What follows belongs to an exercise in optimizing a design on an open flow for small area; a production flow would make more cautious choices.
The RTL was checked by simulation tests, not by an equivalence proof against the original design.

==> flow/design.v (excerpt) <==
module nco (
	input  wire        clk_i,
	input  wire        rst_n,
	input  wire [31:0] acc_i,
	output wire [15:0] cos_o,
	output wire [15:0] sin_o
);
reg [31:0] acc; reg c0r, c1r, c2r;
wire [8:0] s1;
wire [9:0] c2;
assign c2[0] = 1'b0;
assign s1[0] = acc[0] ^ acc_i[0] ^ c2[0];
assign c2[1] = (acc[0] & acc_i[0]) | (c2[0] & (acc[0] ^ acc_i[0]));
assign s1[1] = acc[1] ^ acc_i[1] ^ c2[1];
assign c2[2] = (acc[1] & acc_i[1]) | (c2[1] & (acc[1] ^ acc_i[1]));
assign s1[2] = acc[2] ^ acc_i[2] ^ c2[2];
assign c2[3] = (acc[2] & acc_i[2]) | (c2[2] & (acc[2] ^ acc_i[2]));
assign s1[3] = acc[3] ^ acc_i[3] ^ c2[3];
assign c2[4] = (acc[3] & acc_i[3]) | (c2[3] & (acc[3] ^ acc_i[3]));
assign s1[4] = acc[4] ^ acc_i[4] ^ c2[4];
assign c2[5] = (acc[4] & acc_i[4]) | (c2[4] & (acc[4] ^ acc_i[4]));
assign s1[5] = acc[5] ^ acc_i[5] ^ c2[5];
assign c2[6] = (acc[5] & acc_i[5]) | (c2[5] & (acc[5] ^ acc_i[5]));
assign s1[6] = acc[6] ^ acc_i[6] ^ c2[6];
assign c2[7] = (acc[6] & acc_i[6]) | (c2[6] & (acc[6] ^ acc_i[6]));
assign s1[7] = acc[7] ^ acc_i[7] ^ c2[7];
assign c2[8] = (acc[7] & acc_i[7]) | (c2[7] & (acc[7] ^ acc_i[7]));
assign s1[8] = 1'b0 ^ 1'b0 ^ c2[8];
assign c2[9] = (1'b0 & 1'b0) | (c2[8] & (1'b0 ^ 1'b0));
  ...
Size in the first run: roughly 2800 cells after synthesis, roughly 430 flip-flops, about 66 I/O pins.
Settings: LEC_CHECK=0, CAP_MARGIN=20, CORE_MARGIN=2, CORE_UTILIZATION=40, CTS_BUF_LIST=sky130_fd_sc_hd__clkbuf_16, CTS_CLUSTER_DIAMETER=100, CTS_CLUSTER_SIZE=30, SLEW_MARGIN=20; clock period 5.0 ns.
standard.sh (not shown) runs the stock make flow with config.mk's settings and CLKGATE_MAP_FILE= SYNTH_SCRIPT=/design/flow/synth_recipe.tcl, a recipe that flattens the netlist after the stock synthesis.
==> flow/flow/run.sh <==
#!/bin/bash
# The standard ORFS layout (standard.sh) with two changes passed as make variables:
#  - ports are buffered with sky130_fd_sc_hd__buf_1 (every input and output still gets a buffer)
#  - CTS does not insert dummy load cells
#  - timing-driven global placement does not keep the resizer's buffers (GPL_KEEP_OVERFLOW=0)
# The full output of the run is kept in standard.log; ORFS keeps its per-step logs under orfs/logs.
set -o pipefail
bash standard.sh \
  "BUFFER_PORTS_ARGS=-buffer_cell sky130_fd_sc_hd__buf_1" \
  "CTS_ARGS=-sink_clustering_enable -repair_clock_nets -sink_clustering_size 30 -sink_clustering_max_diameter 100 -buf_list sky130_fd_sc_hd__clkbuf_16 -dont_use_dummy_load" \
  "GPL_KEEP_OVERFLOW=0" \
  finish > standard.log 2>&1
The baseline completed without violations.
==> next run, changes <==
--- a/flow/flow/run.sh
+++ b/flow/flow/run.sh
@@ -5,0 +6 @@
+#  - the post-CTS and post-route timing repairs aim for 0.15 ns of setup slack
@@ -10 +11 @@
-  "CTS_ARGS=-sink_clustering_enable -repair_clock_nets -sink_clustering_size 30 -sink_clustering_max_diameter 100 -buf_list sky130_fd_sc_hd__clkbuf_16 -dont_use_dummy_load" \
+  "CTS_ARGS=-sink_clustering_enable -repair_clock_nets -sink_clustering_size 18 -sink_clustering_max_diameter 80 -buf_list sky130_fd_sc_hd__clkbuf_8 -dont_use_dummy_load" \
@@ -11,0 +13 @@
+  "SETUP_SLACK_MARGIN=0.15" \
=> Die area does not change; core utilization went up by 0.64 points; via count went up by 1.2%.

---

nco again, from the RTL that the note above started with.
export LEC_CHECK = 0
export CAP_MARGIN = 20
export CORE_MARGIN = 2
export CORE_UTILIZATION = 40
export CTS_BUF_LIST = sky130_fd_sc_hd__clkbuf_16
export CTS_CLUSTER_DIAMETER = 100
export CTS_CLUSTER_SIZE = 30
export SLEW_MARGIN = 20
create_clock -name core_clock -period 5.0 [get_ports {clk_i}]
==> flow/flow/run.sh <==
#!/bin/bash
# The standard ORFS layout (standard.sh) with these changes passed as make variables:
#  - ports are buffered with sky130_fd_sc_hd__buf_1 (every input and output still gets a buffer)
#  - CTS does not insert dummy load cells
#  - timing-driven global placement does not keep the resizer's buffers (GPL_KEEP_OVERFLOW=0)
#  - the post-CTS and post-route timing repairs aim for 0.05 ns of setup slack
# The full output of the run is kept in standard.log; ORFS keeps its per-step logs under orfs/logs.
set -o pipefail
bash standard.sh \
  "BUFFER_PORTS_ARGS=-buffer_cell sky130_fd_sc_hd__buf_1" \
  "CTS_ARGS=-sink_clustering_enable -repair_clock_nets -sink_clustering_size 30 -sink_clustering_max_diameter 100 -buf_list sky130_fd_sc_hd__clkbuf_16 -dont_use_dummy_load" \
  "GPL_KEEP_OVERFLOW=0" \
  "SETUP_SLACK_MARGIN=0.05" \
  finish > standard.log 2>&1
The baseline finished with timing, DRC and antenna clean.
Rerun with:
==> flow/flow/run.sh (replaced) <==
#!/bin/bash
# The standard ORFS layout (standard.sh) with two changes passed as make variables:
#  - ports are buffered with sky130_fd_sc_hd__buf_1 (every input and output still gets a buffer)
#  - CTS does not insert dummy load cells
#  - timing-driven global placement does not keep the resizer's buffers (GPL_KEEP_OVERFLOW=0)
#  - the post-CTS and post-route timing repairs aim for 0.05 ns of setup slack
# The full output of the run is kept in standard.log; ORFS keeps its per-step logs under orfs/logs.
set -o pipefail
bash standard.sh \
  "BUFFER_PORTS_ARGS=-buffer_cell sky130_fd_sc_hd__buf_1" \
  "CTS_ARGS=-sink_clustering_enable -repair_clock_nets -sink_clustering_size 18 -sink_clustering_max_diameter 80 -buf_list sky130_fd_sc_hd__clkbuf_8 -dont_use_dummy_load" \
  "GPL_KEEP_OVERFLOW=0" \
  "SETUP_SLACK_MARGIN=0.05" \
  finish > standard.log 2>&1
Outcome: The changed run completed and failed the layout checks on negative setup slack. Critical path depth rose by 1. Register-to-register slack gets worse by 0.23 ns. Worst setup slack gets worse by 0.23 ns. Design area barely changes. Synthesized cell count stays the same. Non-clock buffer count fell by 1. Via count stays flat. Wire length rose by 0.54%.

port drivers added, routing unchanged:
The results above use ideal ports. As a check the final layouts listed here were re-extracted and re-timed, cells and wires unchanged.
Step 1: set_driving_cell puts a clkbuf_16 on clk_i and a buf_2 on each other input, an assumption about the parent block.
Step 2, shift: input delay + t, output delay - t, t = (earliest + latest rising clock arrival at the registers) / 2. This alone moves slack from input paths to output paths.
a / b / c = ideal ports / drivers / drivers and shift; a / b = the first two.
run	t, ns	setup slack, ns	hold WS [ns]	clock arrival spread, ns	pins driven straight from the clock port
the first run of note 1	0.607	0.081 / 0.081 / 0.081	0.266 / 0.228 / 0.301	0.035 / 0.036	1
the second run of note 1	0.634	0.158 / 0.158 / 0.158	0.205 / 0.171 / 0.269	0.058 / 0.058	1
the first run of note 2	0.605	0.189 / 0.189 / 0.189	0.254 / 0.211 / 0.294	0.066 / 0.066	1
the second run of note 2	0.641	-0.037 / -0.037 / -0.037	0.230 / 0.191 / 0.307	0.084 / 0.084	1
